From an optimization exercise on the open Yosys and OpenROAD flow, aimed at small area, a short achievable clock period and few clock cycles; shortcuts taken in it are not production practice.
RTL that was checked went through simulation tests only; none was proved equivalent to the original.
Function not checked in runs 2 and 3: the RTL went through the layout flow alone.

==> flow/design.v <==
module keccak(clk, reset, in, in_ready, is_last, byte_num, buffer_full, out, out_ready);
    input              clk, reset;
    input      [31:0]  in;
    input              in_ready, is_last;
    input      [1:0]   byte_num;
    output             buffer_full;  
    output     [511:0] out;
    output reg         out_ready;
    reg                state;     
    wire       [575:0] padder_out,
                       padder_out_1;  
    wire               padder_out_ready;
    wire               f_ack;
    wire      [1599:0] f_out;
    wire               f_out_ready;
    wire       [511:0] out1;       
    reg        [22:0]  i;          
    genvar w, b;
    assign out1 = f_out[1599:1599-511];
    always @ (posedge clk)
      if (reset)
        i <= 0;
      else
        i <= {i[21:0], state & f_ack};
    always @ (posedge clk)
      if (reset)
        state <= 0;
      else if (is_last & in_ready & (~ buffer_full))  
        state <= 1;
    generate
      for(w=0; w<8; w=w+1)
        begin : L0
          for(b=0; b<8; b=b+1)
            begin : L1
              assign out[(((w)*64 + (b)*8) + 7):((w)*64 + (b)*8)] = out1[(((w)*64 + (7-b)*8) + 7):((w)*64 + (7-b)*8)];
            end
        end
    endgenerate
    generate
      for(w=0; w<9; w=w+1)
        begin : L2
          for(b=0; b<8; b=b+1)
            begin : L3
              assign padder_out[(((w)*64 + (b)*8) + 7):((w)*64 + (b)*8)] = padder_out_1[(((w)*64 + (7-b)*8) + 7):((w)*64 + (7-b)*8)];
            end
        end
    endgenerate
    always @ (posedge clk)
      if (reset)
        out_ready <= 0;
      else if (i[22])
        out_ready <= 1;
    padder
      padder_ (clk, reset, in, in_ready, is_last, byte_num, buffer_full, padder_out_1, padder_out_ready, f_ack);
    f_permutation
      f_permutation_ (clk, reset, padder_out, padder_out_ready, f_ack, f_out, f_out_ready);
endmodule
module padder(clk, reset, in, in_ready, is_last, byte_num, buffer_full, out, out_ready, f_ack);
    input              clk, reset;
    input      [31:0]  in;
    input              in_ready, is_last;
    input      [1:0]   byte_num;
    output             buffer_full;  
    output reg [575:0] out;          
    output             out_ready;    
    input              f_ack;        
    reg                state;       
    reg                done;         
    reg        [17:0]  i;             
    wire       [31:0]  v0;           
    reg        [31:0]  v1;           
    wire               accept,       
                       update;
    assign buffer_full = i[17]; 
    assign out_ready = buffer_full;
    assign accept = (~ state) & in_ready & (~ buffer_full);  
    assign update = (accept | (state & (~ buffer_full))) & (~ done);  
    always @ (posedge clk)
      if (reset)
        out <= 0;
      else if (update)
        out <= {out[575-32:0], v1};
    always @ (posedge clk)
      if (reset)
        i <= 0;
      else if (f_ack | update)
        i <= {i[16:0], 1'b1} & {18{~ f_ack}};
    always @ (posedge clk)
      if (reset)
        state <= 0;
      else if (accept & is_last)  
        state <= 1;
    always @ (posedge clk)
      if (reset)
        done <= 0;
      else if (state & out_ready)
        done <= 1;
    padder1 p0 (in, byte_num, v0);
    always @ (*)
      begin
        if (state)
          begin
            v1 = 0;
            v1[7] = v1[7] | i[16];  
          end
        else if (is_last == 0)
          v1 = in;
        else
          begin
            v1 = v0;
            v1[7] = v1[7] | i[16];
          end
      end
endmodule
module padder1(in, byte_num, out);
    input      [31:0] in;
    input      [1:0]  byte_num;
    output reg [31:0] out;
    always @ (*)
      case (byte_num)
        0: out = 32'h6000000;
        1: out = {in[31:24], 24'h060000};
        2: out = {in[31:16], 16'h0600};
        3: out = {in[31:8],   8'h06};
      endcase
endmodule
module f_permutation(clk, reset, in, in_ready, ack, out, out_ready);
    input               clk, reset;
    input      [575:0]  in;
    input               in_ready;
    output              ack;
    output reg [1599:0] out;
    output reg          out_ready;
    reg        [22:0]   i;  
    wire       [1599:0] round_in, round_out;
    wire       [63:0]   rc;  
    wire                update;
    wire                accept;
    reg                 calc;  
    assign accept = in_ready & (~ calc);  
    always @ (posedge clk)
      if (reset) i <= 0;
      else       i <= {i[21:0], accept};
    always @ (posedge clk)
      if (reset) calc <= 0;
      else       calc <= (calc & (~ i[22])) | accept;
    assign update = calc | accept;
    assign ack = accept;
    always @ (posedge clk)
      if (reset)
        out_ready <= 0;
      else if (accept)
        out_ready <= 0;
      else if (i[22])  
        out_ready <= 1;
    assign round_in = accept ? {in ^ out[1599:1599-575], out[1599-576:0]} : out;
    rconst
      rconst_ ({i, accept}, rc);
    round
      round_ (round_in, rc, round_out);
    always @ (posedge clk)
      if (reset)
        out <= 0;
      else if (update)
        out <= round_out;
endmodule
module rconst(i, rc);
    input      [23:0] i;
    output reg [63:0] rc;
    always @ (i)
      begin
        rc = 0;
        rc[0] = i[0] | i[4] | i[5] | i[6] | i[7] | i[10] | i[12] | i[13] | i[14] | i[15] | i[20] | i[22];
        rc[1] = i[1] | i[2] | i[4] | i[8] | i[11] | i[12] | i[13] | i[15] | i[16] | i[18] | i[19];
        rc[3] = i[2] | i[4] | i[7] | i[8] | i[9] | i[10] | i[11] | i[12] | i[13] | i[14] | i[18] | i[19] | i[23];
        rc[7] = i[1] | i[2] | i[4] | i[6] | i[8] | i[9] | i[12] | i[13] | i[14] | i[17] | i[20] | i[21];
        rc[15] = i[1] | i[2] | i[3] | i[4] | i[6] | i[7] | i[10] | i[12] | i[14] | i[15] | i[16] | i[18] | i[20] | i[21] | i[23];
        rc[31] = i[3] | i[5] | i[6] | i[10] | i[11] | i[12] | i[19] | i[20] | i[22] | i[23];
        rc[63] = i[2] | i[3] | i[6] | i[7] | i[13] | i[14] | i[15] | i[16] | i[17] | i[19] | i[20] | i[21] | i[23];
      end
endmodule
module round(in, round_const, out);
    input  [1599:0] in;
    input  [63:0]   round_const;
    output [1599:0] out;
    wire   [63:0]   a[4:0][4:0];
    wire   [63:0]   b[4:0];
    wire   [63:0]   c[4:0][4:0], d[4:0][4:0], e[4:0][4:0], f[4:0][4:0], g[4:0][4:0];
    genvar x, y;
    generate
      for(y=0; y<5; y=y+1)
        begin : L0
          for(x=0; x<5; x=x+1)
            begin : L1
              assign a[x][y] = in[1599 - 64*(5*y+x) : 1599 - 64*(5*y+x) - 63];
            end
        end
    endgenerate
    generate
      for(x=0; x<5; x=x+1)
        begin : L2
          assign b[x] = a[x][0] ^ a[x][1] ^ a[x][2] ^ a[x][3] ^ a[x][4];
        end
    endgenerate
    generate
      for(y=0; y<5; y=y+1)
        begin : L3
          for(x=0; x<5; x=x+1)
            begin : L4
              assign c[x][y] = a[x][y] ^ b[(x == 0 ? 4 : x - 1)] ^ {b[(x == 4 ? 0 : x + 1)][62:0], b[(x == 4 ? 0 : x + 1)][63]};
            end
        end
    endgenerate
    assign d[0][0] = c[0][0];
    assign d[1][0] = {c[1][0][62:0], c[1][0][63]};
    assign d[2][0] = {c[2][0][63-62:0], c[2][0][63:63-62+1]};
    assign d[3][0] = {c[3][0][63-28:0], c[3][0][63:63-28+1]};
    assign d[4][0] = {c[4][0][63-27:0], c[4][0][63:63-27+1]};
    assign d[0][1] = {c[0][1][63-36:0], c[0][1][63:63-36+1]};
    assign d[1][1] = {c[1][1][63-44:0], c[1][1][63:63-44+1]};
    assign d[2][1] = {c[2][1][63-6:0], c[2][1][63:63-6+1]};
    assign d[3][1] = {c[3][1][63-55:0], c[3][1][63:63-55+1]};
    assign d[4][1] = {c[4][1][63-20:0], c[4][1][63:63-20+1]};
    assign d[0][2] = {c[0][2][63-3:0], c[0][2][63:63-3+1]};
    assign d[1][2] = {c[1][2][63-10:0], c[1][2][63:63-10+1]};
    assign d[2][2] = {c[2][2][63-43:0], c[2][2][63:63-43+1]};
    assign d[3][2] = {c[3][2][63-25:0], c[3][2][63:63-25+1]};
    assign d[4][2] = {c[4][2][63-39:0], c[4][2][63:63-39+1]};
    assign d[0][3] = {c[0][3][63-41:0], c[0][3][63:63-41+1]};
    assign d[1][3] = {c[1][3][63-45:0], c[1][3][63:63-45+1]};
    assign d[2][3] = {c[2][3][63-15:0], c[2][3][63:63-15+1]};
    assign d[3][3] = {c[3][3][63-21:0], c[3][3][63:63-21+1]};
    assign d[4][3] = {c[4][3][63-8:0], c[4][3][63:63-8+1]};
    assign d[0][4] = {c[0][4][63-18:0], c[0][4][63:63-18+1]};
    assign d[1][4] = {c[1][4][63-2:0], c[1][4][63:63-2+1]};
    assign d[2][4] = {c[2][4][63-61:0], c[2][4][63:63-61+1]};
    assign d[3][4] = {c[3][4][63-56:0], c[3][4][63:63-56+1]};
    assign d[4][4] = {c[4][4][63-14:0], c[4][4][63:63-14+1]};
    assign e[0][0] = d[0][0];
    assign e[0][2] = d[1][0];
    assign e[0][4] = d[2][0];
    assign e[0][1] = d[3][0];
    assign e[0][3] = d[4][0];
    assign e[1][3] = d[0][1];
    assign e[1][0] = d[1][1];
    assign e[1][2] = d[2][1];
    assign e[1][4] = d[3][1];
    assign e[1][1] = d[4][1];
    assign e[2][1] = d[0][2];
    assign e[2][3] = d[1][2];
    assign e[2][0] = d[2][2];
    assign e[2][2] = d[3][2];
    assign e[2][4] = d[4][2];
    assign e[3][4] = d[0][3];
    assign e[3][1] = d[1][3];
    assign e[3][3] = d[2][3];
    assign e[3][0] = d[3][3];
    assign e[3][2] = d[4][3];
    assign e[4][2] = d[0][4];
    assign e[4][4] = d[1][4];
    assign e[4][1] = d[2][4];
    assign e[4][3] = d[3][4];
    assign e[4][0] = d[4][4];
    generate
      for(y=0; y<5; y=y+1)
        begin : L5
          for(x=0; x<5; x=x+1)
            begin : L6
              assign f[x][y] = e[x][y] ^ ((~ e[(x == 4 ? 0 : x + 1)][y]) & e[(x == 3 ? 0 : x == 4 ? 1 : x + 2)][y]);
            end
        end
    endgenerate
    generate
      for(x=0; x<64; x=x+1)
        begin : L60
          if(x==0 || x==1 || x==3 || x==7 || x==15 || x==31 || x==63)
            assign g[0][0][x] = f[0][0][x] ^ round_const[x];
          else
            assign g[0][0][x] = f[0][0][x];
        end
    endgenerate
    generate
      for(y=0; y<5; y=y+1)
        begin : L7
          for(x=0; x<5; x=x+1)
            begin : L8
              if(x!=0 || y!=0)
                assign g[x][y] = f[x][y];
            end
        end
    endgenerate
    generate
      for(y=0; y<5; y=y+1)
        begin : L99
          for(x=0; x<5; x=x+1)
            begin : L100
              assign out[1599 - 64*(5*y+x) : 1599 - 64*(5*y+x) - 63] = g[x][y];
            end
        end
    endgenerate
endmodule
==> flow/run.sh <==
#!/bin/bash
# synth_recipe.tcl (not shown) runs the flow's synth.tcl, then flattens the netlist and writes it again
# the make line also repeats each setting of config.mk as NAME=value (left out here)
make -C /OpenROAD-flow-scripts/flow DESIGN_CONFIG=/design/flow/config.mk WORK_HOME=/design/flow/orfs CLKGATE_MAP_FILE= SYNTH_SCRIPT=/design/flow/synth_recipe.tcl finish
==> flow/config.mk <==
export PLATFORM = sky130hd
export DESIGN_NAME = keccak
export DESIGN_NICKNAME = keccak
export VERILOG_FILES = /design/flow/design.v
export SDC_FILE = /design/flow/constraint.sdc
export NUM_CORES = 8
export LEC_CHECK = 0
export CAP_MARGIN = 20
export CORE_MARGIN = 2
export CORE_UTILIZATION = 25
export GPL_ROUTABILITY_DRIVEN = 1
export PLACE_DENSITY = 0.35
export SLEW_MARGIN = 20
==> flow/constraint.sdc <==
create_clock -name core_clock -period 5.5 [get_ports {clk}]
set_input_delay 1.1000 -clock core_clock [delete_from_list [all_inputs] [get_ports {clk}]]
set_output_delay 1.1000 -clock core_clock [all_outputs]
set_load 0.01 [all_outputs]
==> run_results.csv, run 1 <==
group,metric,value,unit
run_status,outcome,"finished clean",
place,dp.cells,26725,
route,drt_iter0_drc,27543,
logic_synthesis,synthFlopType,"dfxtp_1",
grt,overflow,0,
logic_synthesis,syn_avg_cell_area,9.83,µm²
sta,finalCritPeriodShare,87.8,%
clock_network,cts_resized,0,
place,pre_cts_slack,965,ps
route,final_antenna_net_count,0,
floorplanning,coreArea,663000,µm²
floorplanning,dieWidth,819,µm
grt,antenna_found_initial,372,
floorplanning,rows,299,
logic_synthesis,synth_mux_area_share,0.0181,%
cells_and_area,fin_nets,18218,
route,first_pass_iters,6,
logic_synthesis,synth_cell_type_count,61,
grt,grt_pass1_vias,132721,
min_path,hp-class,"flop to flop",
clock_network,cts.root.buffer_cell,"clkbuf_16",
logic_synthesis,synth_compound_area_share,8.90,%
sta,fmax,0.207,GHz
run,drv_cap,0,
logic_synthesis,syn_area,166000,µm²
critical_path,required,6490,ps
logic_synthesis,yosysWarnings,6,
sta,rsz0062_at_grt,"no",
sta,fin_setup_tns,0,ps
sta,worstMarginPinSlew,1450,ps
logic_synthesis,synth-simple-area-share,14.3,%
logic_synthesis,synth_top_cell_by_area,"dfxtp_1",
logic_synthesis,synth_common_cells,"nand2_1 (2253), dfxtp_1 (2245), xnor3_1 (1824), nor2_1 (1731), xnor2_1 (1620)",
sta,setup_violations,0,
clock_network,clock_path_buffers,4,
grt,grt_pass1_wl,2100000,µm
clock_network,cts_tree,"yes",
clock_network,clkSinkCount,2245,
place,dp_hpwl,1580000,µm
floorplanning,die_area,671000,µm²
clock_network,htree_levels,5,
grt,grt_max_degree,183,
route,drcViolationCount,0,
critical_path,path_class,"flop to flop",
clock_network,postCtsSetupRepairBufs,0,
critical_path,worstPathMaxFanout,25,
logic_synthesis,synthTopCellsByArea,"dfxtp_1 (27%), xnor3_1 (25%), xnor2_1 (8.5%), xor2_1 (8.1%), nand2_1 (5.1%)",
route,routed_wl,1810000,µm
critical_path,arrival,5820,ps
clock_network,clk_pin_slew_worst_paths,60,ps
logic_synthesis,ys_async_sr_fraction,0,%
sta,finalHoldViolations,0,
grt,track_usage,52.0,%
logic_synthesis,yosysMostFrequentCell,"nand2_1",
floorplanning,start_util,25.1,%
logic_synthesis,synth-seq-cells,2245,
clock_network,clk_latency,1110,ps
place,gp_congestion,1.15,
route,num_vias,157767,
floorplanning,die_y,819,µm
logic_synthesis,synth_top_family_by_area,"XOR/XNOR gates",
critical_path,endpoint_kind,"flop",
cells_and_area,nFillCells,69230,
sta,post-route-min-period,4830,ps
cells_and_area,area_growth,23.6,%
critical_path,startpoint_type,"flop",
logic_synthesis,synth_adder_area_share,0,%
sta,slew_viol_final,0,
route,routedWlPerCell,65.4,µm
logic_synthesis,synth_cells,16902,
logic_synthesis,synth_edf_count,0,
cells_and_area,drive_gt1_share,15.8,%
route,avgViaCountPerCell,5.71,
sta,layout_setup_ws,670,ps
logic_synthesis,seq_area_frac_synth,27.1,%
logic_synthesis,netlist.area_leader.share,27.1,%
logic_synthesis,synthXorXnorAreaFrac,44.6,%
sta,relSlewSlack,3.14,%
cells_and_area,final_cells,27625,
clock_network,numCtsBuffers,332,
clock_network,postCtsHoldBufs,0,
sta,fin_skew,88.2,ps
floorplanning,io-pin-count,552,
place,port_buffers,551,
==> cells by family (layout without fill, tap and decap cells) <==
family	count (synthesis)	count (layout)
and+or+nand+nor	5486	5486
xor gates and xnor gates	5210	5210
AOI/OAI and AO/OA	2337	2337
DFF	2245	2245
buffers and inverters	1621	3152
muxes	3	3
other	0	313
==> worst paths after layout <==
| path | cells after the start | to | slack [ps] | from |
|---|---|---|---|---|
| min reg2reg | 1 | i[14]$_SDFF_PP0_ | 430 | i[13]$_SDFF_PP0_ |
| max | 8 | f_permutation_.out[1194]$_SDFFE_PP0P_ | 670 | padder_.i[17]$_SDFFE_PP0P_ |
| max reg2reg | 8 | f_permutation_.out[1194]$_SDFFE_PP0P_ | 670 | padder_.i[17]$_SDFFE_PP0P_ |
| min | 1 | i[14]$_SDFF_PP0_ | 430 | i[13]$_SDFF_PP0_ |
==> cell type report <==
cell class / instances / area [µm²] / area share [%]
diodes: 313 / 783 / 0.382
well taps: 8879 / 11100 / 5.41
multi-input cells: 13036 / 113000 / 55.3
clock buffers: 484 / 9660 / 4.71
flip-flops and latches: 2245 / 45000 / 21.9
inverters: 14 / 60.1 / 0.0293
repair buffers: 2551 / 23700 / 11.5
clock inverters: 103 / 1480 / 0.723
==> placed cells by master (no fill, tap or decap), types with 550 or more instances in the layout <==
cell	instances
buf_4	1744
nor2_1	1728
xnor3_1	1719
a211oi_1	912
a21oi_1	623
nand2_1	2252
nand3_1	646
clkdlybuf4s50_1	550
dfxtp_1	2200
xor2_1	1527
o21ai_0	584
xnor2_1	1556
==> registers in the layout, indices dropped and copies added, names as in the netlist <==
| name | cells |
|---|---|
| i | 23 |
| out_ready | 1 |
| f_permutation_.calc | 1 |
| state | 1 |
| padder_.state | 1 |
| f_permutation_.i | 23 |
| padder_.i | 18 |
| padder_.done | 1 |
| f_permutation_.out | 1600 |
| padder_.out | 576 |
==> worst max-delay path, stage by stage, from the launching register on <==
cell      delay, ps
dfxtp_4         600
buf_12          310
nand3b_1        170
xor2_1          610
xnor3_1         930
xnor3_1        1130
xnor2_1         350
buf_4           230
a211oi_1        210
==> metal layers <==
metal / global-route usage (%) / vias to the layer above / routed length [µm]
met2: 67.8 / 12420 / 684000
met3: 21.5 / 2950 / 213000
met4: 52.1 / 84 / 217000
li1: - / 59452 / -
met1: 62.3 / 82861 / 691000
met5: 0.170 / - / 1950
==> per-stage QoR <==
| step | utilization (%) | instance area [µm²] | hold slack (ps) |
|---|---|---|---|
| global placement | 29.0 | 192000 | 415 |
| detailed placement | 29.2 | 193000 | 420 |
| finish | 31.0 | 205000 | 432 |
| global route | 30.9 | 205000 | 459 |
| floorplan | - | 166000 | 411 |
| CTS | 30.9 | 204000 | 423 |
Testbench counts, summed over its fixed seeds: cycles 8,440.
==> inputs of run 2 (changes only) <==
==> flow/design.v (replaced) <==
module keccak(clk, reset, in, in_ready, is_last, byte_num, buffer_full, out, out_ready);
    input              clk, reset;
    input      [31:0]  in;
    input              in_ready, is_last;
    input      [1:0]   byte_num;
    output             buffer_full;
    output     [511:0] out;
    output reg         out_ready;
    reg       [1599:0] st;      
    reg        [4:0]   wc;      
    reg        [4:0]   rnd;     
    reg                perm;    
    reg                fin;     
    wire               accept = in_ready & ~buffer_full;
    wire               blk_end = accept & (is_last | (wc == 5'd17));
    wire       [31:0]  padded, word;
    wire       [63:0]  rc;
    wire     [1599:0]  round_out;
    assign buffer_full = perm | fin;
    padder1 padder1_ (in, byte_num, padded);
    assign word = is_last ? padded : in;
    rconst rconst_ (rnd, rc);
    round  round_  (st, rc, round_out);
    always @ (posedge clk)
      if (reset) begin
        wc <= 0; rnd <= 0; perm <= 0; fin <= 0; out_ready <= 0;
      end else begin
        if (accept)
          wc <= blk_end ? 5'd0 : wc + 5'd1;
        if (blk_end)
          perm <= 1;
        if (accept & is_last)
          fin <= 1;
        if (perm) begin
          rnd <= (rnd == 5'd23) ? 5'd0 : rnd + 5'd1;
          if (rnd == 5'd23) begin
            perm <= 0;
            if (fin) out_ready <= 1;
          end
        end
      end
    genvar j;
    generate
      for (j = 0; j < 18; j = j + 1) begin : ABS
        always @ (posedge clk)
          if (reset)
            st[32*j +: 32] <= 0;
          else if (perm)
            st[32*j +: 32] <= round_out[32*j +: 32];
          else if (accept && wc == j)
            st[32*j +: 32] <= st[32*j +: 32]
                            ^ {word[7:0], word[15:8], word[23:16], word[31:24]}
                            ^ {(j == 17) & is_last, 31'b0};
          else if (accept && is_last && j == 17)
            st[32*j + 31] <= ~st[32*j + 31];    
      end
    endgenerate
    always @ (posedge clk)
      if (reset)
        st[1599:576] <= 0;
      else if (perm)
        st[1599:576] <= round_out[1599:576];
    generate
      for (j = 0; j < 64; j = j + 1) begin : OUT
        assign out[511-8*j -: 8] = st[8*j +: 8];
      end
    endgenerate
endmodule
module padder1(in, byte_num, out);
    input      [31:0] in;
    input      [1:0]  byte_num;
    output reg [31:0] out;
    always @ (*)
      case (byte_num)
        2'd0: out = 32'h06000000;
        2'd1: out = {in[31:24], 24'h060000};
        2'd2: out = {in[31:16], 16'h0600};
        default: out = {in[31:8], 8'h06};
      endcase
endmodule
module rconst(r, rc);
    input      [4:0]  r;
    output reg [63:0] rc;
    always @ (*)
      case (r)
        5'd0:    rc = 64'h0000000000000001;
        5'd1:    rc = 64'h0000000000008082;
        5'd2:    rc = 64'h800000000000808A;
        5'd3:    rc = 64'h8000000080008000;
        5'd4:    rc = 64'h000000000000808B;
        5'd5:    rc = 64'h0000000080000001;
        5'd6:    rc = 64'h8000000080008081;
        5'd7:    rc = 64'h8000000000008009;
        5'd8:    rc = 64'h000000000000008A;
        5'd9:    rc = 64'h0000000000000088;
        5'd10:   rc = 64'h0000000080008009;
        5'd11:   rc = 64'h000000008000000A;
        5'd12:   rc = 64'h000000008000808B;
        5'd13:   rc = 64'h800000000000008B;
        5'd14:   rc = 64'h8000000000008089;
        5'd15:   rc = 64'h8000000000008003;
        5'd16:   rc = 64'h8000000000008002;
        5'd17:   rc = 64'h8000000000000080;
        5'd18:   rc = 64'h000000000000800A;
        5'd19:   rc = 64'h800000008000000A;
        5'd20:   rc = 64'h8000000080008081;
        5'd21:   rc = 64'h8000000000008080;
        5'd22:   rc = 64'h0000000080000001;
        5'd23:   rc = 64'h8000000080008008;
        default: rc = 64'h0;
      endcase
endmodule
module round(in, round_const, out);
    input  [1599:0] in;
    input  [63:0]   round_const;
    output [1599:0] out;
    wire   [63:0]   c[0:4], d[0:4], b[0:24];
    genvar x, y;
    function integer rho;
        input integer k;
        case (k)
          0: rho = 0;   1: rho = 1;   2: rho = 62;  3: rho = 28;  4: rho = 27;
          5: rho = 36;  6: rho = 44;  7: rho = 6;   8: rho = 55;  9: rho = 20;
          10: rho = 3;  11: rho = 10; 12: rho = 43; 13: rho = 25; 14: rho = 39;
          15: rho = 41; 16: rho = 45; 17: rho = 15; 18: rho = 21; 19: rho = 8;
          20: rho = 18; 21: rho = 2;  22: rho = 61; 23: rho = 56; default: rho = 14;
        endcase
    endfunction
    generate
      for (x = 0; x < 5; x = x + 1) begin : TC
        assign c[x] = in[64*x +: 64] ^ in[64*(x+5) +: 64] ^ in[64*(x+10) +: 64]
                    ^ in[64*(x+15) +: 64] ^ in[64*(x+20) +: 64];
      end
      for (x = 0; x < 5; x = x + 1) begin : TD
        assign d[x] = c[(x+4)%5] ^ {c[(x+1)%5][62:0], c[(x+1)%5][63]};
      end
    endgenerate
    generate
      for (y = 0; y < 5; y = y + 1) begin : RY
        for (x = 0; x < 5; x = x + 1) begin : RX
          wire [63:0] t = in[64*(x+5*y) +: 64] ^ d[x];
          wire [127:0] tt = {t, t} << rho(x+5*y);
          assign b[y + 5*((2*x+3*y)%5)] = tt[127:64];
        end
      end
    endgenerate
    generate
      for (y = 0; y < 5; y = y + 1) begin : CY
        for (x = 0; x < 5; x = x + 1) begin : CX
          if (x == 0 && y == 0)
            assign out[0 +: 64] = b[0] ^ (~b[1] & b[2]) ^ round_const;
          else
            assign out[64*(x+5*y) +: 64] = b[x+5*y] ^ (~b[(x+1)%5+5*y] & b[(x+2)%5+5*y]);
        end
      end
    endgenerate
endmodule
==> run 2 against run 1 <==
Highest routed layer unchanged; core utilization down 2.0 points; sequential share of layout area down 2.2 points; global-route usage down 12 points; synthesized cell count down 21%; clock skew down 5.5 ps; setup slack better by 730 ps; maximum frequency up 18%; clock-buffer cell count down 100; first-iteration DRC count down 30%; register-to-register slack better by 730 ps; cell area down 20%; critical path type unchanged; flip-flop and latch count down 625.
==> run_results.csv, run 2 <==
group,metric,value,unit
route,num_vias,115118,
grt,grt_pass1_wl,1430000,µm
cells_and_area,layout_common_cells,"nor2_1 (1839), xnor2_1 (1722), dfxtp_1 (1619), xnor3_1 (1471), a211oi_1 (1299)",
grt,antenna_found_initial,211,
sta,finalCritPeriodShare,74.6,%
logic_synthesis,yosysWarnings,4,
logic_synthesis,synth_cell_type_count,59,
sta,finalHoldViolations,0,
critical_path,endpoint_kind,"flop",
cells_and_area,max_flop_register,"st",
route,drcViolationCount,0,
sta,setup_violations,0,
clock_network,postCtsSetupRepairBufs,0,
logic_synthesis,synth-seq-cells,1620,
place,port_buffers,551,
grt,grt_max_degree,217,
logic_synthesis,seq_area_frac_synth,22.8,%
clock_network,postCtsHoldBufs,0,
sta,worstMarginPinSlew,1410,ps
clock_network,cts_resized,0,
floorplanning,die_area,576000,µm²
logic_synthesis,syn_area,143000,µm²
floorplanning,die_y,759,µm
cells_and_area,final_common_cell,"nor2_1",
sta,relSlewSlack,6.10,%
critical_path,startpoint_type,"flop",
cells_and_area,fin_nets,13535,
logic_synthesis,syn_avg_cell_area,10.7,µm²
run,drv_cap,0,
critical_path,worstPathMaxFanout,10,
critical_path,required,6340,ps
floorplanning,rows,277,
clock_network,clk_latency,1080,ps
floorplanning,coreArea,568000,µm²
clock_network,htree_levels,4,
sta,rsz0062_at_grt,"no",
route,routed_wl,1190000,µm
clock_network,cts.root.buffer_cell,"clkbuf_16",
route,drt_iter0_drc,19275,
cells_and_area,largest_register_ffs,1600,
logic_synthesis,ys_async_sr_fraction,0,%
grt,grt_pass1_vias,100532,
logic_synthesis,synthTopCellsByArea,"xnor3_1 (24%), dfxtp_1 (23%), xnor2_1 (11%), a211oi_1 (6.8%), xor3_1 (6.5%)",
route,final_antenna_net_count,0,
logic_synthesis,synth_top_cell_by_area,"xnor3_1",
clock_network,clock_path_buffers,4,
place,dp_hpwl,1020000,µm
route,first_pass_iters,7,
logic_synthesis,synthFlopType,"dfxtp_1",
floorplanning,dieWidth,759,µm
cells_and_area,area_growth,15.4,%
route,avgViaCountPerCell,5.40,
critical_path,path_class,"flop to flop",
sta,slew_viol_final,0,
clock_network,clkSinkCount,1620,
cells_and_area,drive_gt1_share,10.4,%
logic_synthesis,yosysMostFrequentCell,"nor2_1",
run_status,outcome,"finished clean",
route,routedWlPerCell,56.1,µm
place,gp_congestion,1.10,
sta,fmax,0.244,GHz
grt,overflow,0,
sta,holdWs,508,ps
critical_path,r2r_slack,1400,ps
logic_synthesis,netlist.area_leader.share,23.7,%
sta,fin_setup_tns,0,ps
clock_network,numCtsBuffers,242,
floorplanning,io-pin-count,552,
clock_network,cts_tree,"yes",
min_path,hp-class,"flop to flop",
logic_synthesis,synth_common_cells,"nor2_1 (1850), xnor2_1 (1722), dfxtp_1 (1620), xnor3_1 (1499), a211oi_1 (1299)",
sta,post-route-min-period,4100,ps
clock_network,clk_pin_slew_worst_paths,60,ps
logic_synthesis,synth_cells,13296,
floorplanning,start_util,25.1,%
sta,fin_skew,82.7,ps
logic_synthesis,synth_edf_count,0,
critical_path,arrival,4950,ps
grt,track_usage,40.0,%
run 2: final cells by class:
type / count / area [µm²]
fillers: 59139 / 404000
diodes: 97 / 243
multi-input cells: 10390 / 104000
well taps: 7533 / 9430
inverters: 87 / 327
clock buffers: 384 / 7330
clock inverters: 57 / 717
flip-flops and latches: 1620 / 32400
repair buffers: 1143 / 10400
run 2: critical path: stages (launching register included):
cell	delay, ps
dfxtp_1	580
xnor3_1	500
xnor2_4	590
xor3_1	1040
nand2b_1	150
xnor2_1	810
a211oi_1	170
run 2: metrics by stage:
stage | cell area, µm² | instances | setup slack, ps | util (%)
2_1_floorplan | 143000 | 13296 | 2510 | -
3_3_place_gp | 156000 | 20773 | 1100 | 27.5
3_5_place_dp | 156000 | 20773 | 1050 | 27.5
4_1_cts | 164000 | 21214 | 1610 | 28.9
5_1_grt | 164000 | 21215 | 1460 | 28.9
6_report | 165000 | 21311 | 1400 | 28.9
run 2: path summary, 6_finish.rpt:
kind / from / to / cells after the start
hold / removal: st[1419]$_SDFFE_PP0P_ / st[1419]$_SDFFE_PP0P_ / 2
setup reg to reg: st[450]$_SDFFE_PP0P_ / st[1146]$_SDFFE_PP0P_ / 6
hold reg to reg: st[1419]$_SDFFE_PP0P_ / st[1419]$_SDFFE_PP0P_ / 2
setup / recovery: st[450]$_SDFFE_PP0P_ / st[1146]$_SDFFE_PP0P_ / 6
run 2: logic make-up after synthesis:
group	synth area share [%]
and+or+nand+nor	11.7
xor gates and xnor gates	49.6
AOI/OAI and AO/OA	11.0
DFF	22.8
buffers and inverters	4.75
muxes	0.00702
adders and majority gates	0.114
run 2: routing by layer:
layer	global-route usage, %	share of wire [%]	routed length [µm]
met1	50.9	40	478000
met2	54.5	39	466000
met3	13.3	11	130000
met4	32.7	10	122000
met5	0	0.031	369
==> inputs of run 3 (changes only) <==
--- a/flow/config.mk
+++ b/flow/config.mk
@@ -7,7 +7,9 @@
 export LEC_CHECK = 0
-export CAP_MARGIN = 20
+export CAP_MARGIN = 30
 export CORE_MARGIN = 2
-export CORE_UTILIZATION = 25
+export CORE_UTILIZATION = 40
 export GPL_ROUTABILITY_DRIVEN = 1
-export PLACE_DENSITY = 0.35
-export SLEW_MARGIN = 20
+export GPL_TIMING_DRIVEN = 1
+export PLACE_DENSITY = 0.5
+export SETUP_SLACK_MARGIN = 2.5
+export SLEW_MARGIN = 30
==> run 3 against run 2 <==
Highest routed layer unchanged; critical path depth increased by 1; critical endpoint is now st[252]$_SDFFE_PP0P_; final cell count down 9.8%; largest cell class unchanged; clock skew is 6.4 ps lower; non-clock buffer count increased by 564; still clean; first-iteration DRC count rose by 35%; maximum frequency grew 26%.
==> run_results.csv, run 3 <==
group,metric,value,unit
clock_network,cts.root.buffer_cell,"clkbuf_16",
grt,overflow,0,
route,avgViaCountPerCell,6.77,
grt,antenna_found_initial,211,
logic_synthesis,ys_async_sr_fraction,0,%
logic_synthesis,synthTopCellsByArea,"xnor3_1 (24%), dfxtp_1 (23%), xnor2_1 (11%), a211oi_1 (6.8%), xor3_1 (6.5%)",
floorplanning,io-pin-count,552,
clock_network,postCtsHoldBufs,0,
clock_network,clk_latency,1050,ps
floorplanning,start_util,40.1,%
logic_synthesis,synthFlopType,"dfxtp_1",
sta,finalHoldViolations,0,
route,routedWlPerCell,57.1,µm
critical_path,worstPathMaxFanout,7,
place,placement.cell_area,151000,µm²
min_path,hp-class,"flop to flop",
floorplanning,coreArea,355000,µm²
clock_network,clkSinkCount,1620,
logic_synthesis,synth_cells,13296,
place,dp_hpwl,888000,µm
grt,track_usage,58.3,%
cells_and_area,max_flop_register,"st",
sta,relSlewSlack,16.1,%
cells_and_area,final_common_cell,"nor2_1",
grt,grt_pass1_wl,1330000,µm
cells_and_area,fin_nets,14079,
floorplanning,dieWidth,601,µm
cells_and_area,drive_gt1_share,21.1,%
sta,slew_viol_final,0,
route,drcViolationCount,0,
clock_network,htree_levels,4,
logic_synthesis,synth_common_cells,"nor2_1 (1850), xnor2_1 (1722), dfxtp_1 (1620), xnor3_1 (1499), a211oi_1 (1299)",
grt,grt_max_degree,244,
logic_synthesis,yosysWarnings,4,
logic_synthesis,seq_area_frac_synth,22.8,%
logic_synthesis,synth_top_cell_by_area,"xnor3_1",
clock_network,clk_pin_slew_worst_paths,60,ps
route,first_pass_iters,10,
critical_path,path_class,"primary input to flop",
critical_path,required,6420,ps
sta,fmax,0.306,GHz
floorplanning,die_area,361000,µm²
sta,worstMarginPinSlew,1260,ps
sta,finalCritPeriodShare,59.4,%
run_status,outcome,"finished clean",
route,routed_wl,1100000,µm
logic_synthesis,synth-seq-cells,1620,
route,final_antenna_net_count,0,
logic_synthesis,syn_avg_cell_area,10.7,µm²
clock_network,cts_tree,"yes",
sta,setup_violations,0,
cells_and_area,design_area,171000,µm²
clock_network,clock_path_buffers,4,
place,gp_congestion,1.24,
sta,rsz0062_at_grt,"yes",
clock_network,numCtsBuffers,221,
critical_path,startpoint_type,"primary input",
logic_synthesis,yosysMostFrequentCell,"nor2_1",
route,num_vias,130101,
critical_path,arrival,4180,ps
cells_and_area,area_growth,19.7,%
grt,grt_pass1_vias,110540,
sta,fin_skew,76.3,ps
sta,fin_setup_tns,0,ps
logic_synthesis,synth_edf_count,0,
place,port_buffers,551,
logic_synthesis,synth_cell_type_count,59,
floorplanning,rows,219,
logic_synthesis,netlist.area_leader.share,23.7,%
cells_and_area,layout_common_cells,"nor2_1 (1837), xnor2_1 (1706), a211oi_1 (1299), dfxtp_1 (1158), xnor3_1 (1065)",
logic_synthesis,syn_area,143000,µm²
cells_and_area,largest_register_ffs,1600,
floorplanning,die_y,601,µm
critical_path,endpoint_kind,"flop",
sta,post-route-min-period,3270,ps
run,drv_cap,0,
route,drt_iter0_drc,26070,
[run 3: cell count changes in the layout (fill, tap and decap cells not counted), sizes merged, moves of 5 or more]
| cell | delta |
|---|---|
| buf | +563 |
| clkdlybuf4s15 | +5 |
| clkbuf | -50 |
| dlygate4sd2 | +508 |
| diode | +161 |
| clkdlybuf4s50 | -516 |
| bufinv | +17 |
[run 3: worst max-delay path: stages]
cell	delay (ps)
clkdlybuf4s50_1	820
nor2b_2	850
nand2_2	570
nor2_1	360
xor2_1	170
nor2_1	50
a211oi_1	250
[run 3: area by class of cell]
| class | instances | area [µm²] |
|---|---|---|
| fill | 32281 | 185000 |
| inverter | 87 | 327 |
| clock buffer | 330 | 6550 |
| antenna | 258 | 646 |
| timing repair buffer | 1707 | 16900 |
| sequential | 1620 | 33700 |
| multi-input combinational | 10391 | 105000 |
| tap | 4751 | 5940 |
| clock inverter | 70 | 1120 |
[run 3: worst paths after layout]
| path | slack, ps | cells after the start | to | start |
|---|---|---|---|---|
| setup / recovery | 2230 | 7 | st[252]$_SDFFE_PP0P_ | in[4] |
| hold / removal | 470 | 2 | out_ready$_SDFFE_PP0P_ | out_ready$_SDFFE_PP0P_ |
| setup reg to reg | 2280 | 5 | st[1412]$_SDFFE_PP0P_ | st[668]$_SDFFE_PP0P_ |
| hold reg to reg | 470 | 2 | out_ready$_SDFFE_PP0P_ | out_ready$_SDFFE_PP0P_ |
[run 3: cell families after synthesis]
family / after synthesis / share of synthesized area, %
compound gates: 2300 / 11.0
flops: 1620 / 22.8
simple gates: 3662 / 11.7
fa+ha+maj: 13 / 0.114
buf+inv: 1286 / 4.75
xor+xnor: 4414 / 49.6
mux: 1 / 0.00702
[run 3: routing by layer]
metal | vias to the layer above | track usage [%] | part of all wire, % | wire [µm]
li1 | 47427 | - | - | -
met1 | 64369 | 60.9 | 32 | 351000
met2 | 14075 | 73.9 | 36 | 400000
met3 | 4132 | 40.4 | 18 | 202000
met4 | 98 | 59.3 | 13 | 140000
met5 | - | 5.44 | 0.32 | 3550
[run 3: metrics by stage]
| stage | setup WS [ps] | hold slack, ps | util, % | instances |
|---|---|---|---|---|
| floorplan | 2510 | 474 | - | 13296 |
| finish | 2230 | 474 | 48.0 | 19214 |
| CTS | 2480 | 484 | 47.2 | 18782 |
| global route | 2390 | 530 | 47.8 | 18975 |
| detailed placement | 1180 | 468 | 42.6 | 17759 |
| global placement | 1010 | 463 | 42.5 | 17750 |
[run 3: repair_timing]
item                       in CTS  in global routing
pin swaps                     181                 51
buffers inserted              622                166
setup endpoints to repair    1946                465
gates cloned                    1                  3
hold endpoints to repair        0                  0
resized for setup            1749                181
==> inputs of run 4 (changes only) <==
--- a/flow/design.v
+++ b/flow/design.v
@@ -15,5 +15,7 @@
     wire               blk_end = accept & (is_last | (wc == 5'd17));
-    wire       [31:0]  padded, word;
+    wire       [31:0]  padded, word, w;
     wire       [63:0]  rc;
-    wire     [1599:0]  round_out;
+    wire     [1599:0]  chi_out, round_out, absorbed, st_next;
+    wire               p = perm & ~reset;      
+    wire               h = ~perm & ~reset;     
     assign buffer_full = perm | fin;
@@ -21,4 +23,6 @@
     assign word = is_last ? padded : in;
+    assign w = {word[7:0], word[15:8], word[23:16], word[31:24]};
     rconst rconst_ (rnd, rc);
-    round  round_  (st, rc, round_out);
+    round  round_  (st, chi_out);
+    assign round_out = {chi_out[1599:64], chi_out[63:0] ^ rc};
     always @ (posedge clk)
@@ -41,16 +45,18 @@
       end
-    genvar j;
+    genvar j, k;
     generate
       for (j = 0; j < 18; j = j + 1) begin : ABS
-        always @ (posedge clk)
-          if (reset)
-            st[32*j +: 32] <= 0;
-          else if (perm)
-            st[32*j +: 32] <= round_out[32*j +: 32];
-          else if (accept && wc == j)
-            st[32*j +: 32] <= st[32*j +: 32]
-                            ^ {word[7:0], word[15:8], word[23:16], word[31:24]}
-                            ^ {(j == 17) & is_last, 31'b0};
-          else if (accept && is_last && j == 17)
-            st[32*j + 31] <= ~st[32*j + 31];    
+        wire e = accept & (wc == j);
+        for (k = 0; k < 32; k = k + 1) begin : B
+          if (j == 17 && k == 31)
+            assign absorbed[32*j + k] = st[32*j + k] ^ (w[k] & e) ^ (accept & is_last);
+          else
+            kab ab (st[32*j + k], w[k], e, absorbed[32*j + k]);
+        end
+      end
+    endgenerate
+    assign absorbed[1599:576] = st[1599:576];
+    generate
+      for (j = 0; j < 1600; j = j + 1) begin : NX
+        knx nx (p, round_out[j], h, absorbed[j], st_next[j]);
       end
@@ -58,6 +64,3 @@
     always @ (posedge clk)
-      if (reset)
-        st[1599:576] <= 0;
-      else if (perm)
-        st[1599:576] <= round_out[1599:576];
+      st <= st_next;
     generate
@@ -79,2 +82,12 @@
       endcase
+endmodule
+module knx(p, r, h, s, y);
+    input p, r, h, s;
+    output y;
+    assign y = (p & r) | (h & s);
+endmodule
+module kab(s, w, e, y);
+    input s, w, e;
+    output y;
+    assign y = s ^ (w & e);
 endmodule
@@ -112,8 +125,31 @@
 endmodule
-module round(in, round_const, out);
+module kx2(a, b, y);
+    input a, b;
+    output y;
+    assign y = a ^ b;
+endmodule
+module kxn(a, b, y);
+    input a, b;
+    output y;
+    assign y = ~(a ^ b);
+endmodule
+module kan(b, c, y);
+    input b, c;
+    output y;
+    assign y = b | ~c;
+endmodule
+module kchi(a, b, c, y);
+    input a, b, c;
+    output y;
+    wire t;
+    kan an (b, c, t);
+    kxn xo (a, t, y);
+endmodule
+module round(in, out);
     input  [1599:0] in;
-    input  [63:0]   round_const;
     output [1599:0] out;
-    wire   [63:0]   c[0:4], d[0:4], b[0:24];
-    genvar x, y;
+    wire   [63:0]   c01[0:4], c23[0:4], c4[0:4], c[0:4], d[0:4];
+    wire   [63:0]   b[0:24];
+    wire [1599:0]   t;
+    genvar x, y, z;
     function integer rho;
@@ -130,25 +166,27 @@
       for (x = 0; x < 5; x = x + 1) begin : TC
-        assign c[x] = in[64*x +: 64] ^ in[64*(x+5) +: 64] ^ in[64*(x+10) +: 64]
-                    ^ in[64*(x+15) +: 64] ^ in[64*(x+20) +: 64];
+        for (z = 0; z < 64; z = z + 1) begin : Z
+          kx2 x01 (in[64*x + z],      in[64*(x+5) + z],  c01[x][z]);
+          kx2 x23 (in[64*(x+10) + z], in[64*(x+15) + z], c23[x][z]);
+          kx2 x03 (c01[x][z], c23[x][z], c4[x][z]);
+          kx2 x04 (c4[x][z], in[64*(x+20) + z], c[x][z]);
+        end
       end
       for (x = 0; x < 5; x = x + 1) begin : TD
-        assign d[x] = c[(x+4)%5] ^ {c[(x+1)%5][62:0], c[(x+1)%5][63]};
+        for (z = 0; z < 64; z = z + 1) begin : Z
+          kx2 xd (c[(x+4)%5][z], c[(x+1)%5][(z+63)%64], d[x][z]);
+        end
       end
-    endgenerate
-    generate
       for (y = 0; y < 5; y = y + 1) begin : RY
         for (x = 0; x < 5; x = x + 1) begin : RX
-          wire [63:0] t = in[64*(x+5*y) +: 64] ^ d[x];
-          wire [127:0] tt = {t, t} << rho(x+5*y);
-          assign b[y + 5*((2*x+3*y)%5)] = tt[127:64];
+          for (z = 0; z < 64; z = z + 1) begin : Z
+            kx2 xt (in[64*(x+5*y) + z], d[x][z], t[64*(x+5*y) + z]);
+          end
+          assign b[y + 5*((2*x+3*y)%5)] = {t[64*(x+5*y) +: 64], t[64*(x+5*y) +: 64]} >> (64 - rho(x+5*y));
         end
       end
-    endgenerate
-    generate
       for (y = 0; y < 5; y = y + 1) begin : CY
         for (x = 0; x < 5; x = x + 1) begin : CX
-          if (x == 0 && y == 0)
-            assign out[0 +: 64] = b[0] ^ (~b[1] & b[2]) ^ round_const;
-          else
-            assign out[64*(x+5*y) +: 64] = b[x+5*y] ^ (~b[(x+1)%5+5*y] & b[(x+2)%5+5*y]);
+          for (z = 0; z < 64; z = z + 1) begin : Z
+            kchi ch (b[x+5*y][z], b[(x+1)%5+5*y][z], b[(x+2)%5+5*y][z], out[64*(x+5*y) + z]);
+          end
         end
==> flow/config.mk (replaced) <==
export PLATFORM = sky130hd
export DESIGN_NAME = keccak
export DESIGN_NICKNAME = keccak
export VERILOG_FILES = /design/flow/design.v
export SDC_FILE = /design/flow/constraint.sdc
export NUM_CORES = 8
export LEC_CHECK = 0
export CAP_MARGIN = 20
export CORE_MARGIN = 2
export CORE_UTILIZATION = 25
export GPL_ROUTABILITY_DRIVEN = 1
export PLACE_DENSITY = 0.35
export SLEW_MARGIN = 20
export SYNTH_HIERARCHICAL = 1
==> run 4 against run 3 <==
Clock-buffer cell count up 30; still clean on timing, DRC and antenna.
==> run_results.csv, run 4 <==
group,metric,value,unit
clock_network,cts.root.buffer_cell,"clkbuf_16",
logic_synthesis,syn_area,112000,µm²
route,drcViolationCount,0,
sta,finalCritPeriodShare,85.8,%
floorplanning,start_util,25.1,%
clock_network,clk_pin_slew_worst_paths,60,ps
clock_network,clock_path_buffers,4,
sta,setup_violations,0,
sta,relSlewSlack,6.47,%
route,num_vias,98968,
cells_and_area,area_growth,25.6,%
clock_network,clk_latency,1020,ps
sta,slew_viol_final,0,
critical_path,r2r-end,"st[1128]$_DFF_P_",
grt,top_usage_layer,"met2",
clock_network,postCtsHoldBufs,0,
place,port_buffers,551,
cells_and_area,fin_nets,12931,
min_path,holdPathEnd,"out_ready$_SDFFE_PP0P_",
sta,finalHoldViolations,0,
clock_network,htree_levels,4,
floorplanning,rows,245,
cells_and_area,final_common_cell,"xor2_1",
place,gp_congestion,1.06,
logic_synthesis,yosysMostFrequentCell,"xor2_1",
grt,grt_pass1_vias,91522,
place,dp_hpwl,814000,µm
sta,post-route-min-period,4720,ps
grt,overflow,0,
critical_path,required,6430,ps
floorplanning,coreArea,446000,µm²
grt,met1_usage,51.8,%
logic_synthesis,yosysWarnings,10,
cells_and_area,final_util,31.6,%
critical_path,cpMaxStageDelayCell,"xor2_1",
clock_network,cts_tree,"yes",
logic_synthesis,synthFlopType,"dfxtp_1",
route,final_antenna_net_count,0,
sta,rsz0062_at_grt,"no",
critical_path,reg2reg_from,"st[1263]$_DFF_P_",
logic_synthesis,synth_edf_count,0,
cells_and_area,nFillCells,46343,
cells_and_area,layout_common_cells,"xor2_1 (2871), xnor2_1 (2177), dfxtp_1 (1613), nand2b_1 (1606), a22o_1 (1601)",
sta,fmax,0.212,GHz
clock_network,clkSinkCount,1613,
place,dp.cells,18570,
logic_synthesis,seq_area_frac_synth,28.8,%
run,drv_cap,0,
floorplanning,io-pin-count,552,
logic_synthesis,ys_async_sr_fraction,0,%
grt,met3_usage,11.5,%
grt,grt_pass1_wl,1150000,µm
critical_path,max_stage_delay,930,ps
min_path,hp-class,"flop to flop",
clock_network,cts_resized,0,
floorplanning,die_area,453000,µm²
grt,grt_max_degree,125,
logic_synthesis,synth-seq-cells,1613,
critical_path,reg2regPathDepth,9,
logic_synthesis,syn_avg_cell_area,9.64,µm²
min_path,whs_path_depth,2,
min_path,hp-start,"out_ready$_SDFFE_PP0P_",
floorplanning,dieWidth,673,µm
critical_path,r2r_slack,780,ps
sta,holdWs,467,ps
critical_path,cp_common_cell,"xor2_1",
sta,fin_setup_tns,0,ps
route,drt_iter0_drc,13161,
critical_path,endpoint_kind,"flop",
clock_network,numCtsBuffers,234,
route,first_pass_iters,5,
cells_and_area,final_cells,19101,
grt,antenna_found_initial,140,
critical_path,startpoint_type,"flop",
critical_path,worstPathMaxFanout,5,
logic_synthesis,synth_cells,11624,
cells_and_area,drive_gt1_share,14.1,%
route,routed_wl,948000,µm
critical_path,arrival,5650,ps
grt,grtUsageMet2,58.6,%
critical_path,cp_cell_sequence,"xor2_1 -> xor2_1 -> xor2_1 -> xor2_1 -> xor2_2 -> buf_4 -> nand2b_1 -> xnor2_1 -> a22o_1",
logic_synthesis,synth_common_cells,"xor2_1 (3266), xnor2_1 (2177), dfxtp_1 (1613), nand2b_1 (1606), a22o_1 (1601)",
logic_synthesis,synthTopCellsByArea,"dfxtp_1 (29%), xor2_1 (26%), xnor2_1 (17%), a22o_1 (13%), nand2b_1 (9.0%)",
logic_synthesis,synth_cell_type_count,53,
clock_network,postCtsSetupRepairBufs,0,
logic_synthesis,netlist.area_leader.share,28.8,%
sta,fin_skew,61.7,ps
cells_and_area,max_flop_register,"st",
logic_synthesis,synth_top_cell_by_area,"dfxtp_1",
route,routedWlPerCell,49.6,µm
run_status,outcome,"finished clean",
cells_and_area,largest_register_ffs,1600,
sta,worstMarginPinSlew,1400,ps
grt,track_usage,40.4,%
critical_path,path_class,"flop to flop",
route,avgViaCountPerCell,5.18,
floorplanning,die_y,673,µm
-- run 4: cell types whose count changed in the layout (fill, tap and decap cells not counted), sizes merged, moves of 286 or more --
cell,change
xnor3,-1533
nor2b,-293
clkdlybuf4s50,+516
o21ai,-286
nand2b,+1001
xor3,-387
a21oi,-371
dlygate4sd2,-508
xor2,+2814
nor2,-1824
a211oi,-1299
a22o,+1601
-- run 4: final cells by class --
| type | instances | area (µm²) | share of cell area (%) |
|---|---|---|---|
| diodes | 106 | 265 | 0.188 |
| clock buffers | 360 | 7150 | 5.08 |
| clock inverters | 63 | 657 | 0.467 |
| inverters | 11 | 41.3 | 0.0293 |
| multi-input cells | 9470 | 79100 | 56.2 |
| flip-flops and latches | 1613 | 32300 | 22.9 |
| well taps | 5928 | 7420 | 5.27 |
| repair buffers | 1550 | 13800 | 9.78 |
-- run 4: per-layer routing --
metal	part of all wire [%]	wire length (µm)	up-vias
met1	42	397000	51856
li1	-	-	40414
met4	7.9	74900	48
met5	0.034	318	-
met2	41	391000	5457
met3	8.9	84600	1193
-- run 4: logic make-up after synthesis --
| logic type | share of synthesized area, % |
|---|---|
| other | 0.00670 |
| buffers and inverters | 3.98 |
| multiplexers | 0.402 |
| AO/OA/AOI/OAI | 12.7 |
| flip-flops | 28.8 |
| AND/OR/NAND/NOR | 11.4 |
| adder cells (fa/ha/maj) | 0.145 |
| XOR/XNOR | 42.6 |
-- run 4: worst max-delay path: cells and delay by family, from the launching register on --
family | cells | cell delay [ps]
and+or+nand+nor | 1 | 110
DFF | 1 | 570
buffers and inverters | 1 | 320
xor gates and xnor gates | 6 | 3300
AOI/OAI and AO/OA | 1 | 260
-- run 4: Yosys stat by module (local to each module, per instance), excerpt --
module   cells  times used  area, µm²  flip-flops and latches
knx          1        1600       8.76                       0
padder1     41           1        278                       0
rconst     113           1        862                       0
kx2          1        3200       8.76                       0
kab          2         575       12.5                       0
keccak    2320           1      37600                    1613
kxn          1        1600       8.76                       0
kan          1        1600       6.26                       0
-- run 4: how the worst max path moves through the flow --
stage                                start                to  slack [ps]  depth (start not counted)
after floorplan                      reset     st[0]$_DFF_P_      -13930                          2
after global placement            in_ready   st[197]$_DFF_P_         710                          9
after detailed placement   st[303]$_DFF_P_  st[1128]$_DFF_P_        1030                          9
after CTS                  st[303]$_DFF_P_  st[1128]$_DFF_P_         980                          9
after global routing       st[342]$_DFF_P_  st[1342]$_DFF_P_         980                          8
final                     st[1263]$_DFF_P_  st[1128]$_DFF_P_         780                          9
-- run 4: per-stage QoR --
step / instance area [µm²] / worst slack [ps]
detailed placement: 132000 / 1030
CTS: 140000 / 976
finish: 141000 / 781
floorplan: 112000 / -13930
global placement: 132000 / 712
global route: 140000 / 976
Testbench counts of run 4, summed over its fixed seeds: cycles 7,568.
==> inputs of run 5 (changes only) <==
--- a/flow/config.mk
+++ b/flow/config.mk
@@ -9,5 +9,7 @@
 export CORE_MARGIN = 2
-export CORE_UTILIZATION = 25
+export CORE_UTILIZATION = 50
 export GPL_ROUTABILITY_DRIVEN = 1
-export PLACE_DENSITY = 0.35
+export GPL_TIMING_DRIVEN = 1
+export PLACE_DENSITY = 0.6
+export SETUP_SLACK_MARGIN = 1.5
 export SLEW_MARGIN = 20
==> run 5 against run 4 <==
The layout now fails its checks (capacitance limit, slew limit); setup slack better by 240 ps; hold slack better by 3.1 ps; clock-buffer cell count decreased by 76; wire length fell by 22%.
==> run_results.csv, run 5 <==
group,metric,value,unit
route,first_pass_iters,10,
clock_network,clk_latency,910,ps
clock_network,cts_tree,"yes",
floorplanning,dieWidth,477,µm
floorplanning,coreArea,223000,µm²
critical_path,cpMaxStageDelayCell,"xor2_1",
grt,track_usage,62.2,%
cells_and_area,drive_gt1_share,9.31,%
logic_synthesis,synthFlopType,"dfxtp_1",
critical_path,cp_cell_sequence,"xor2_1 -> xor2_1 -> xor2_1 -> xor2_1 -> xor2_1 -> nand2b_1 -> xnor2_1 -> a22o_1",
run,drv_cap,4,
logic_synthesis,synth_compound_area_share,12.7,%
logic_synthesis,syn_area,112000,µm²
clock_network,htree_levels,4,
logic_synthesis,syn_avg_cell_area,9.64,µm²
sta,post-route-min-period,4480,ps
cells_and_area,fin_nets,12411,
sta,relSlewSlack,-5.69,%
cells_and_area,area_growth,16.9,%
logic_synthesis,synthTopCellsByArea,"dfxtp_1 (29%), xor2_1 (26%), xnor2_1 (17%), a22o_1 (13%), nand2b_1 (9.0%)",
route,routedWlPerCell,47.6,µm
sta,holdWs,470,ps
route,drcViolationCount,0,
critical_path,startpoint_type,"flop",
sta,worstMarginPinSlew,1580,ps
route,final_antenna_net_count,0,
cells_and_area,max_flop_register,"st",
sta,finalCritPeriodShare,81.4,%
critical_path,required,6340,ps
route,avgViaCountPerCell,6.74,
critical_path,path_delay_family,"XOR/XNOR gates",
logic_synthesis,synth_edf_count,0,
logic_synthesis,synth_common_cells,"xor2_1 (3266), xnor2_1 (2177), dfxtp_1 (1613), nand2b_1 (1606), a22o_1 (1601)",
critical_path,max_stage_delay,1030,ps
run_status,outcome,"finished with violations",
logic_synthesis,synth_mux_area_share,0.402,%
clock_network,clock_path_buffers,3,
logic_synthesis,synth_adder_area_share,0.145,%
run_status,violatedChecks,"capacitance limit, slew limit",
floorplanning,io-pin-count,552,
logic_synthesis,synth-simple-area-share,11.4,%
floorplanning,rows,173,
sta,rsz0062_at_grt,"yes",
critical_path,cp_common_cell,"xor2_1",
critical_path,path_class,"flop to flop",
route,num_vias,105108,
clock_network,cts.root.buffer_cell,"clkbuf_16",
critical_path,critPathBufInv,0,
cells_and_area,largest_register_ffs,1600,
sta,setup_violations,0,
logic_synthesis,synth_top_family_by_area,"XOR/XNOR gates",
floorplanning,die_y,477,µm
place,gp_congestion,1.24,
clock_network,clkSinkCount,1613,
sta,fin_setup_tns,0,ps
logic_synthesis,synthXorXnorAreaFrac,42.6,%
logic_synthesis,synth-seq-cells,1613,
grt,antenna_found_initial,96,
critical_path,endpoint_kind,"flop",
route,drt_iter0_drc,18872,
clock_network,clk_pin_slew_worst_paths,60,ps
critical_path,arrival,5320,ps
logic_synthesis,synth_top_cell_by_area,"dfxtp_1",
logic_synthesis,seq_area_frac_synth,28.8,%
cells_and_area,final_common_cell,"xor2_1",
min_path,hp-class,"flop to flop",
grt,grt_max_degree,97,
floorplanning,start_util,50.3,%
grt,grt_pass1_vias,93234,
logic_synthesis,netlist.area_leader.share,28.8,%
clock_network,numCtsBuffers,191,
floorplanning,die_area,228000,µm²
route,routed_wl,742000,µm
sta,finalHoldViolations,0,
sta,fmax,0.223,GHz
place,dp_hpwl,617000,µm
place,port_buffers,551,
grt,grt_pass1_wl,934000,µm
logic_synthesis,yosysMostFrequentCell,"xor2_1",
grt,overflow,0,
cells_and_area,layout_common_cells,"xor2_1 (3013), xnor2_1 (2171), dfxtp_1 (1613), nand2b_1 (1606), a22o_1 (1601)",
logic_synthesis,synth_cell_type_count,53,
logic_synthesis,yosysWarnings,10,
sta,slew_viol_final,8,
sta,fin_skew,41.2,ps
critical_path,worstPathMaxFanout,5,
logic_synthesis,synth_cells,11624,
logic_synthesis,ys_async_sr_fraction,0,%
clock_network,postCtsHoldBufs,0,
run 5: cell counts after synthesis:
No cell type changed its count.
run 5: through the flow:
step / setup slack [ps] / instances / util [%] / cell area (µm²)
floorplan: -13930 / 11685 / - / 112000
detailed placement: 652 / 15138 / 55.4 / 123000
global placement: 691 / 15135 / 55.3 / 123000
global route: 1300 / 15500 / 58.8 / 131000
finish: 1020 / 15586 / 58.8 / 131000
CTS: 1440 / 15490 / 58.4 / 130000
run 5: per-layer routing:
metal	up-vias	GRT usage, %	wire [µm]
li1	39403	-	-
met1	51842	66.7	243000
met2	10532	78.9	265000
met3	3269	39.2	132000
met4	62	63.6	98400
met5	-	7.58	3490
run 5: worst reg2reg max path: stages (launching register included):
cell and delay [ps]:
dfxtp_1 740, xor2_1 410, xor2_1 240, xor2_1 450, xor2_1 860, xor2_1 1040
nand2b_1 180, xnor2_1 330, a22o_1 190
run 5: path summary, 6_finish.rpt:
path	startpoint	slack [ps]	depth (start not counted)	end
worst max-delay path	st[269]$_DFF_P_	1020	8	st[679]$_DFF_P_
worst min-delay path	out_ready$_SDFFE_PP0P_	470	2	out_ready$_SDFFE_PP0P_
worst max register to register	st[269]$_DFF_P_	1020	8	st[679]$_DFF_P_
worst min register to register	out_ready$_SDFFE_PP0P_	470	2	out_ready$_SDFFE_PP0P_
run 5: Yosys stat by module (local to each module, per instance), excerpt:
module / cells / copies in the design / flops+latches
padder1: 41 / 1 / 0
keccak: 2320 / 1 / 1613
kan: 1 / 1600 / 0
kxn: 1 / 1600 / 0
kx2: 1 / 3200 / 0
rconst: 113 / 1 / 0
knx: 1 / 1600 / 0
kab: 2 / 575 / 0
run 5: area by class of cell:
type / count / area, µm²
fill: 19715 / 91600
multi-input combinational: 9470 / 78000
sequential: 1613 / 32300
timing repair buffer: 1073 / 10200
clock buffer: 284 / 5660
tap: 2975 / 3720
clock inverter: 68 / 786
antenna: 92 / 230
inverter: 11 / 41.3
run 5: logic make-up (layout without fill, tap and decap cells):
group	count (synthesis)	after routing
muxes	39	39
adders and majority gates	13	13
other	2	155
buffers and inverters	602	1436
and+or+nand+nor	2283	2283
DFF	1613	1613
AOI/OAI and AO/OA	1629	1629
xor gates and xnor gates	5443	5443
run 5: repair_timing:
action,in CTS,in global routing
buffers inserted,0,4
setup endpoints to repair,24,76
pin swaps,0,1
gates resized for setup,18,44
==> inputs of run 6 (changes only) <==
--- a/flow/config.mk
+++ b/flow/config.mk
@@ -13,3 +13,2 @@
 export PLACE_DENSITY = 0.6
-export SETUP_SLACK_MARGIN = 1.5
 export SLEW_MARGIN = 20
==> run 6 against run 5 <==
The layout still fails its checks (capacitance limit, slew limit); core utilization is 0.22 points lower; highest routed layer unchanged; global-route usage hardly changed; cell area down 0.37%; maximum frequency down 6.8%; setup slack worse by 330 ps.
==> run_results.csv, run 6 <==
group,metric,value,unit
clock_network,clkSinkCount,1613,
grt,grt_max_degree,97,
sta,finalCritPeriodShare,87.4,%
route,routedWlPerCell,47.6,µm
sta,fin_skew,31.8,ps
place,gp_congestion,1.24,
clock_network,postCtsHoldBufs,0,
route,first_pass_iters,7,
sta,fmax,0.208,GHz
critical_path,critPathBufInv,0,
min_path,hp-class,"flop to flop",
sta,finalHoldViolations,0,
floorplanning,dieWidth,477,µm
route,routed_wl,741000,µm
grt,track_usage,62.1,%
logic_synthesis,netlist.area_leader.share,28.8,%
clock_network,clk_latency,900,ps
floorplanning,io-pin-count,552,
clock_network,clock_path_buffers,3,
cells_and_area,drive_gt1_share,8.96,%
floorplanning,coreArea,223000,µm²
cells_and_area,layout_common_cells,"xor2_1 (3051), xnor2_1 (2176), dfxtp_1 (1613), nand2b_1 (1606), a22o_1 (1601)",
logic_synthesis,synthTopCellsByArea,"dfxtp_1 (29%), xor2_1 (26%), xnor2_1 (17%), a22o_1 (13%), nand2b_1 (9.0%)",
critical_path,max_stage_delay,1070,ps
logic_synthesis,ys_async_sr_fraction,0,%
logic_synthesis,synth_top_cell_by_area,"dfxtp_1",
grt,top_usage_layer,"met2",
cells_and_area,area_growth,16.5,%
sta,relSlewSlack,-1.82,%
route,final_antenna_net_count,0,
grt,antenna_found_initial,86,
critical_path,startpoint_type,"flop",
critical_path,cp_cell_sequence,"xor2_1 -> xor2_1 -> xor2_1 -> xor2_1 -> xor2_1 -> nand2b_1 -> xnor2_1 -> a22o_1",
logic_synthesis,synth-seq-cells,1613,
floorplanning,start_util,50.3,%
grt,overflow,0,
critical_path,arrival,5590,ps
clock_network,cts.root.buffer_cell,"clkbuf_16",
grt,met3_usage,38.5,%
logic_synthesis,syn_avg_cell_area,9.64,µm²
place,dp.cells,15138,
floorplanning,rows,173,
critical_path,endpoint_kind,"flop",
route,drcViolationCount,0,
place,port_buffers,551,
critical_path,cp_common_cell,"xor2_1",
cells_and_area,largest_register_ffs,1600,
critical_path,required,6280,ps
cells_and_area,max_flop_register,"st",
route,drt_iter0_drc,19147,
clock_network,numCtsBuffers,191,
route,num_vias,104419,
grt,grt_pass1_vias,93207,
critical_path,path_delay_family,"XOR/XNOR gates",
sta,slew_viol_final,16,
clock_network,clk_pin_slew_worst_paths,60,ps
clock_network,postCtsSetupRepairBufs,0,
floorplanning,die_y,477,µm
logic_synthesis,seq_area_frac_synth,28.8,%
cells_and_area,final_common_cell,"xor2_1",
sta,rsz0062_at_grt,"no",
cells_and_area,fin_nets,12410,
sta,worstMarginPinSlew,1520,ps
route,avgViaCountPerCell,6.70,
floorplanning,die_area,228000,µm²
logic_synthesis,yosysMostFrequentCell,"xor2_1",
grt,grtUsageMet2,79.0,%
sta,setup_violations,0,
critical_path,path_class,"flop to flop",
run_status,outcome,"finished with violations",
clock_network,cts_resized,0,
sta,post-route-min-period,4810,ps
clock_network,htree_levels,4,
cells_and_area,final_util,58.6,%
sta,holdWs,475,ps
critical_path,cpMaxStageDelayCell,"xor2_1",
place,dp_hpwl,617000,µm
grt,grt_pass1_wl,933000,µm
logic_synthesis,synth_edf_count,0,
run,drv_cap,6,
logic_synthesis,synth_cells,11624,
logic_synthesis,yosysWarnings,10,
logic_synthesis,synth_common_cells,"xor2_1 (3266), xnor2_1 (2177), dfxtp_1 (1613), nand2b_1 (1606), a22o_1 (1601)",
logic_synthesis,synth_cell_type_count,53,
logic_synthesis,syn_area,112000,µm²
cells_and_area,final_cells,15574,
clock_network,cts_tree,"yes",
sta,fin_setup_tns,0,ps
critical_path,worstPathMaxFanout,5,
run_status,violatedChecks,"capacitance limit, slew limit",
grt,met1_usage,67.3,%
logic_synthesis,synthFlopType,"dfxtp_1",
run 6: worst register-to-register path: cells and delay by family, from the launching register on:
kind            cells  cell delay (ps)
flops               1              440
xor+xnor            6             3710
compound gates      1              300
simple gates        1              250
run 6: per-stage QoR:
step	setup slack (ps)	cell area (µm²)
floorplan	-13930	112000
global placement	691	123000
detailed placement	652	123000
CTS	1200	130000
global route	1090	130000
finish	695	130000
run 6: kinds of logic (layout without fill, tap and decap cells):
kind of cell	count (synthesis)	count (layout)	share of synthesized area (%)
compound gates	1629	1629	12.7
xor+xnor	5443	5443	42.6
fa+ha+maj	13	13	0.145
buf+inv	602	1435	3.98
flops	1613	1613	28.8
mux	39	39	0.402
other cells	2	144	0.00670
simple gates	2283	2283	11.4
run 6: layer usage:
layer	wire [µm]	vias to the layer above	part of all wire, %
met3	133000	3222	18
met4	99300	52	13
li1	-	39376	-
met5	2410	-	0.33
met1	243000	51512	33
met2	264000	10257	36
run 6: final cells by class:
type / count / area [µm²]
multi-input cells: 9470 / 77500
inverters: 11 / 41.3
well taps: 2975 / 3720
repair buffers: 1072 / 10300
fillers: 19743 / 92100
clock inverters: 68 / 786
flip-flops and latches: 1613 / 32300
clock buffers: 284 / 5660
diodes: 81 / 203
run 6: worst paths after layout:
kind	from	endpoint	slack, ps	cells past startpoint
max	st[1055]$_DFF_P_	st[964]$_DFF_P_	690	8
min	out_ready$_SDFFE_PP0P_	out_ready$_SDFFE_PP0P_	470	2
max reg2reg	st[1055]$_DFF_P_	st[964]$_DFF_P_	690	8
min reg2reg	out_ready$_SDFFE_PP0P_	out_ready$_SDFFE_PP0P_	470	2
run 6: per-module statistics from Yosys (local to each module, per instance), excerpt:
| module | cell area (µm²) | flip-flops and latches | cells inside |
|---|---|---|---|
| kx2 | 8.76 | 0 | 1 |
| knx | 8.76 | 0 | 1 |
| kxn | 8.76 | 0 | 1 |
| rconst | 862 | 0 | 113 |
| keccak | 37600 | 1613 | 2320 |
| kab | 12.5 | 0 | 2 |
| kan | 6.26 | 0 | 1 |
| padder1 | 278 | 0 | 41 |

-- port drivers added, routing unchanged --
The results above use ideal ports. As a check the final layouts listed here were re-extracted and re-timed, cells and wires unchanged. Step 1 assumes that a clkbuf_16 drives the clock port and a buf_2 every other input. Step 2 times the ports against the registers' clock, not the clock port: input delays grow and output delays shrink by t, the midpoint of the rising clock arrivals with the driver on. a / b / c = no drivers / after step 1 / after step 2; a / b = the first two.
run | shift t [ns] | setup slack, ns | clock arrival spread, ns
run 1 | 1.234 | 0.670 / 0.670 / 0.670 | 0.089 / 0.089
run 2 | 1.175 | 1.395 / 1.395 / 0.829 | 0.083 / 0.083
run 3 | 1.145 | 2.233 / 2.282 / 1.192 | 0.077 / 0.076
run 4 | 1.117 | 0.781 / 0.781 / 0.781 | 0.066 / 0.066
run 5 | 1.002 | 1.021 / 1.021 / 0.426 | 0.043 / 0.043
run 6 | 1.003 | 0.695 / 0.695 / 0.260 | 0.032 / 0.032
For run 3, which loses most, drivers alone change the setup slack by +0.049 ns; drivers and shift together by -1.041 ns.
